This design comes from an exercise in tuning for small area on the open sky130 flow, not from production work.
In this exercise RTL edits were held to simulation tests only and were not proved equivalent to the original.

Setup of gamma:
==> module axi_esdi_cmd_controller, before the edit <==
module axi_esdi_cmd_controller #(
    parameter DATA_SETUP = 6,
    parameter ACK_TO_NREQ = 6,
    parameter ATTN_TO_CMPL = 10,
    parameter BIT_TIMEOUT = 4000
) (
    input clk,
    input rst_n,
    input csr_awvalid,
    output csr_awready,
    input [4:0] csr_awaddr,
    input csr_wvalid,
    output csr_wready,
    input [31:0] csr_wdata,
    output reg csr_bvalid,
    input csr_bready,
    input csr_arvalid,
    output csr_arready,
    input [4:0] csr_araddr,
    output reg csr_rvalid,
    input csr_rready,
    output reg [31:0] csr_rdata,
    output interrupt,
    input esdi_transfer_req,
    input esdi_command_data,
    output esdi_transfer_ack,
    output esdi_confstat_data,
    output esdi_command_complete,
    output esdi_attention,
    output esdi_ready,
    output esdi_drive_selected
);
    reg write_addr_valid;
    reg write_data_valid;
    reg [2:0] write_addr;
    reg [31:0] write_data;
    assign csr_awready = !write_addr_valid;
    assign csr_wready = !write_data_valid;
    assign csr_arready = !csr_rvalid || csr_rready;
    reg [31:0] control_register;
    wire soft_reset = control_register[0];
    wire interface_enable = control_register[1];
    wire drive_selected = control_register[2];
    wire drive_ready = control_register[3];
    reg buffered_data_out_valid;
    reg [15:0] buffered_data_out;
    reg buffered_data_in_valid;
    reg [16:0] buffered_data_in;
    reg [2:0] state;
    reg sending;
    reg [4:0] bit_count;
    reg [11:0] cycle_count;
    reg [16:0] shreg;        
    reg transfer_ack;
    reg confstat_data;
    reg command_complete;
    reg command_pending;
    reg attention;
    reg [2:0] esdi_transfer_req_shift;
    reg [2:0] esdi_command_data_shift;
    assign esdi_transfer_ack = transfer_ack && drive_selected;
    assign esdi_confstat_data = confstat_data && drive_selected;
    assign esdi_command_complete = command_complete && interface_enable && drive_selected;
    assign esdi_attention = attention && drive_selected;
    assign esdi_ready = drive_ready && drive_selected;
    assign esdi_drive_selected = drive_selected;
    assign interrupt = command_pending;
    always @(posedge clk)
    begin
        if (!rst_n)
        begin
            control_register <= 0;
            transfer_ack <= 0;
            confstat_data <= 0;
            command_complete <= 1;
            attention <= 0;
            state <= 0;
            bit_count <= 0;
            sending <= 0;
            buffered_data_out_valid <= 0;
            buffered_data_in_valid <= 0;
            buffered_data_in <= 0;
            command_pending <= 0;
            write_addr_valid <= 0;
            write_data_valid <= 0;
            csr_bvalid <= 0;
            csr_rvalid <= 0;
            csr_rdata <= 0;
        end
        else
        begin
            cycle_count <= cycle_count + 1'b1;
            esdi_transfer_req_shift <= {esdi_transfer_req, esdi_transfer_req_shift[2:1]};
            esdi_command_data_shift <= {esdi_command_data, esdi_command_data_shift[2:1]};
            case (state)
            3'd0: begin
                if (esdi_transfer_req_shift[0] && interface_enable)
                begin
                    shreg <= {shreg[15:0], esdi_command_data_shift[0]};
                    if (sending)
                        confstat_data <= shreg[16];
                    bit_count <= bit_count + 1'b1;
                    state <= 1;
                    cycle_count <= 0;
                    if (bit_count == 0)
                        command_complete <= 0;
                end
                else if ((bit_count != 0 || sending) && (cycle_count == BIT_TIMEOUT))
                begin
                    state <= 4;
                    cycle_count <= 0;
                end
            end
            3'd1: begin
                if (cycle_count == DATA_SETUP)
                begin
                    transfer_ack <= 1;
                    cycle_count <= 0;
                    state <= 2;
                end
            end
            3'd2: begin
                if (!esdi_transfer_req_shift[0])
                begin
                    cycle_count <= 0;
                    transfer_ack <= 0;
                    if (bit_count == 17)
                    begin
                        bit_count <= 0;
                        if (!sending)
                        begin
                            buffered_data_in_valid <= 1;
                            buffered_data_in <= {(~^shreg[16:1] != shreg[0]), shreg[16:1]};
                            command_pending <= 1;
                            state <= 3;
                        end
                        else
                        begin
                            command_complete <= 1;
                            confstat_data <= 0;
                            state <= 0;
                            sending <= 0;
                        end
                    end
                    else
                        state <= 0;
                end
                else if (cycle_count == BIT_TIMEOUT)
                begin
                    state <= 4;
                    cycle_count <= 0;
                end
            end
            3'd3: begin
                if (!command_pending)
                begin
                    state <= 0;
                    cycle_count <= 0;
                    if (buffered_data_out_valid)
                    begin
                        sending <= 1;
                        buffered_data_out_valid <= 0;
                        shreg <= {buffered_data_out, ~^buffered_data_out};
                    end
                    else
                    begin
                        sending <= 0;
                        command_complete <= 1;
                    end
                end
            end
            3'd4: begin
                if (cycle_count == 0)
                    attention <= 1;
                else if (cycle_count == ATTN_TO_CMPL)
                begin
                    state <= 0;
                    bit_count <= 0;
                    sending <= 0;
                    command_complete <= 1;
                    transfer_ack <= 0;
                end
            end
            default: ;
            endcase
            if (soft_reset)
            begin
                attention <= 0;
                command_pending <= 0;
                buffered_data_out_valid <= 0;
                buffered_data_in_valid <= 0;
            end
            if (csr_bready)
                csr_bvalid <= 0;
            if (csr_rready)
                csr_rvalid <= 0;
            if (csr_awvalid && !write_addr_valid)
            begin
                write_addr_valid <= 1;
                write_addr <= csr_awaddr[4:2];
            end
            if (csr_wvalid && !write_data_valid)
            begin
                write_data_valid <= 1;
                write_data <= csr_wdata;
            end
            if (write_addr_valid && write_data_valid && (!csr_bvalid || csr_bready))
            begin
                write_addr_valid <= 0;
                write_data_valid <= 0;
                case (write_addr)
                    0 : control_register <= write_data;
                    2 : begin
                        buffered_data_out_valid <= 1;
                        buffered_data_out <= write_data[15:0];
                    end
                    3 : if (write_data[0] == 0) command_pending <= 0;
                    4 : attention <= write_data[0];
                    default: ;
                endcase
                csr_bvalid <= 1;
            end
            if (csr_arvalid && (!csr_rvalid || csr_rready))
            begin
                case (csr_araddr[4:2])
                    0 : csr_rdata <= control_register;
                    1 : csr_rdata <= {28'h0, attention, command_pending, buffered_data_in_valid, buffered_data_out_valid};
                    2 : begin
                        csr_rdata <= {15'h0, buffered_data_in};
                        buffered_data_in_valid <= 0;
                    end
                    3 : csr_rdata <= {31'h0, command_pending};
                    4 : csr_rdata <= {31'h0, attention};
                    default: ;
                endcase
                csr_rvalid <= 1;
            end
        end
    end
endmodule
clock: 10.0 ns
lec_check: 0
cap_margin: 20
core_margin: 2
core_utilization: 65
cts_cluster_diameter: 80
cts_cluster_size: 24
place_density: 0.75
slew_margin: 20
standard.sh (not shown) runs the stock make flow with config.mk's settings and CLKGATE_MAP_FILE= SYNTH_SCRIPT=/design/flow/synth_recipe.tcl, a recipe that flattens the netlist after the stock synthesis.
==> flow/flow/run.sh <==
#!/bin/bash
# Standard ORFS layout (standard synthesis unchanged), with two changes:
#  - port buffers use the smallest buffer (buf_1) instead of the default pick;
#  - clock tree synthesis does not add dummy loads.
set -euo pipefail
export BUFFER_PORTS_ARGS="-buffer_cell sky130_fd_sc_hd__buf_1"
export CTS_ARGS="-sink_clustering_enable -repair_clock_nets -dont_use_dummy_load -sink_clustering_size 24 -sink_clustering_max_diameter 80"
bash standard.sh synth > synth.log 2>&1
bash standard.sh finish > layout.log 2>&1
Modified inputs, delta compared to gamma
--- a/flow/design.v
+++ b/flow/design.v
@@ -238,9 +238,10 @@
     reg [2:0] state;
     reg sending;
     reg [4:0] bit_count;
     reg [11:0] cycle_count;
-    reg [16:0] shreg;        
+    reg [15:0] shreg;        
+    reg par;                 
     reg transfer_ack;
     reg confstat_data;
     reg command_complete;
     reg command_pending;
@@ -253,13 +254,35 @@
     assign esdi_attention = attention && drive_selected;
     assign esdi_ready = drive_ready && drive_selected;
     assign esdi_drive_selected = drive_selected;
     assign interrupt = command_pending;
+    wire wfire = write_addr_valid && write_data_valid && (!csr_bvalid || csr_bready);
+    wire rfire = csr_arvalid && (!csr_rvalid || csr_rready);
+    wire [2:0] ra = csr_araddr[4:2];
+    always @(posedge clk)
+        if (!rst_n || (wfire && write_addr == 3'd0))
+            control_register <= write_data & {32{rst_n}};
+    wire bdi_load = state == 3'd2 && !esdi_transfer_req_shift[0] && bit_count == 17 && !sending;
+    always @(posedge clk)
+        if (!rst_n || bdi_load)
+            buffered_data_in <= {!par, shreg} & {17{rst_n}};
+    wire rs0 = rst_n && ra == 3'd0;
+    wire rs1 = rst_n && ra == 3'd1;
+    wire rs2 = rst_n && ra == 3'd2;
+    wire rs3 = rst_n && ra == 3'd3;
+    wire rs4 = rst_n && ra == 3'd4;
+    wire [31:0] rnext = ({32{rs0}} & control_register)
+                      | ({32{rs1}} & {28'h0, attention, command_pending, buffered_data_in_valid, buffered_data_out_valid})
+                      | ({32{rs2}} & {15'h0, buffered_data_in})
+                      | ({32{rs3}} & {31'h0, command_pending})
+                      | ({32{rs4}} & {31'h0, attention});
+    always @(posedge clk)
+        if (!rst_n || (rfire && ra <= 3'd4))
+            csr_rdata <= rnext;
     always @(posedge clk)
     begin
         if (!rst_n)
         begin
-            control_register <= 0;
             transfer_ack <= 0;
             confstat_data <= 0;
             command_complete <= 1;
             attention <= 0;
@@ -267,15 +290,13 @@
             bit_count <= 0;
             sending <= 0;
             buffered_data_out_valid <= 0;
             buffered_data_in_valid <= 0;
-            buffered_data_in <= 0;
             command_pending <= 0;
             write_addr_valid <= 0;
             write_data_valid <= 0;
             csr_bvalid <= 0;
             csr_rvalid <= 0;
-            csr_rdata <= 0;
         end
         else
         begin
             cycle_count <= cycle_count + 1'b1;
@@ -284,11 +305,13 @@
             case (state)
             3'd0: begin
                 if (esdi_transfer_req_shift[0] && interface_enable)
                 begin
-                    shreg <= {shreg[15:0], esdi_command_data_shift[0]};
+                    if (bit_count != 16)
+                        shreg <= {shreg[14:0], esdi_command_data_shift[0]};
+                    par <= (bit_count != 0 && par) ^ (sending ? shreg[15] : esdi_command_data_shift[0]);
                     if (sending)
-                        confstat_data <= shreg[16];
+                        confstat_data <= (bit_count == 16) ? !par : shreg[15];
                     bit_count <= bit_count + 1'b1;
                     state <= 1;
                     cycle_count <= 0;
                     if (bit_count == 0)
@@ -318,9 +341,8 @@
                         bit_count <= 0;
                         if (!sending)
                         begin
                             buffered_data_in_valid <= 1;
-                            buffered_data_in <= {(~^shreg[16:1] != shreg[0]), shreg[16:1]};
                             command_pending <= 1;
                             state <= 3;
                         end
                         else
@@ -348,9 +370,9 @@
                     if (buffered_data_out_valid)
                     begin
                         sending <= 1;
                         buffered_data_out_valid <= 0;
-                        shreg <= {buffered_data_out, ~^buffered_data_out};
+                        shreg <= buffered_data_out;
                     end
                     else
                     begin
                         sending <= 0;
@@ -397,9 +419,8 @@
             begin
                 write_addr_valid <= 0;
                 write_data_valid <= 0;
                 case (write_addr)
-                    0 : control_register <= write_data;
                     2 : begin
                         buffered_data_out_valid <= 1;
                         buffered_data_out <= write_data[15:0];
                     end
@@ -410,19 +431,10 @@
                 csr_bvalid <= 1;
             end
             if (csr_arvalid && (!csr_rvalid || csr_rready))
             begin
-                case (csr_araddr[4:2])
-                    0 : csr_rdata <= control_register;
-                    1 : csr_rdata <= {28'h0, attention, command_pending, buffered_data_in_valid, buffered_data_out_valid};
-                    2 : begin
-                        csr_rdata <= {15'h0, buffered_data_in};
-                        buffered_data_in_valid <= 0;
-                    end
-                    3 : csr_rdata <= {31'h0, command_pending};
-                    4 : csr_rdata <= {31'h0, attention};
-                    default: ;
-                endcase
+                if (csr_araddr[4:2] == 3'd2)
+                    buffered_data_in_valid <= 0;
                 csr_rvalid <= 1;
             end
         end
     end
Notes after the runs:
gamma has a higher final cell count without fillers than delta. Delta (delta minus gamma): via count of the routed design shrank by 1,295; critical path required time higher; synthesized cell count now sits lower. Of the two values seen for top layer reached by signal wires, met4 was produced by delta and met5 by gamma. Against gamma, delta reports a area growth from synthesis to layout that is higher. | worst hold slack | higher: delta |. Against gamma, register-to-register path setup slack in delta came out worse. Taking gamma as the reference, in delta iteration-0 DRC count of the detailed router went down by about 8%, final setup slack of the worst path went down 0.10 ns.

separate check: timing with driven ports:
How much do the figures lean on ideal ports? The routed layouts below were timed once more, with nothing changed but the port constraints. Step 1 (the two cells are an assumption about what drives the block):
set clk [get_ports {clk}]
set_driving_cell -lib_cell sky130_fd_sc_hd__clkbuf_16 $clk
set_driving_cell -lib_cell sky130_fd_sc_hd__buf_2 [delete_from_list [all_inputs] $clk]
Step 2, shift: input delay + t, output delay - t, t = (earliest + latest rising clock arrival at the registers) / 2. This alone moves slack from input paths to output paths. a / b / c = ideal / step 1 / step 2; a / b = the first two.
run | t, ns | setup WS [ns] | clock arrival spread, ns
gamma | 0.679 | 5.499 / 5.477 / 5.477 | 0.065 / 0.066
delta | 0.683 | 5.398 / 5.398 / 5.125 | 0.048 / 0.047
After both steps every run listed still meets setup and hold. The setup slack of delta, which loses most, moves by 0.000 ns with the drivers and by -0.273 ns with both steps.
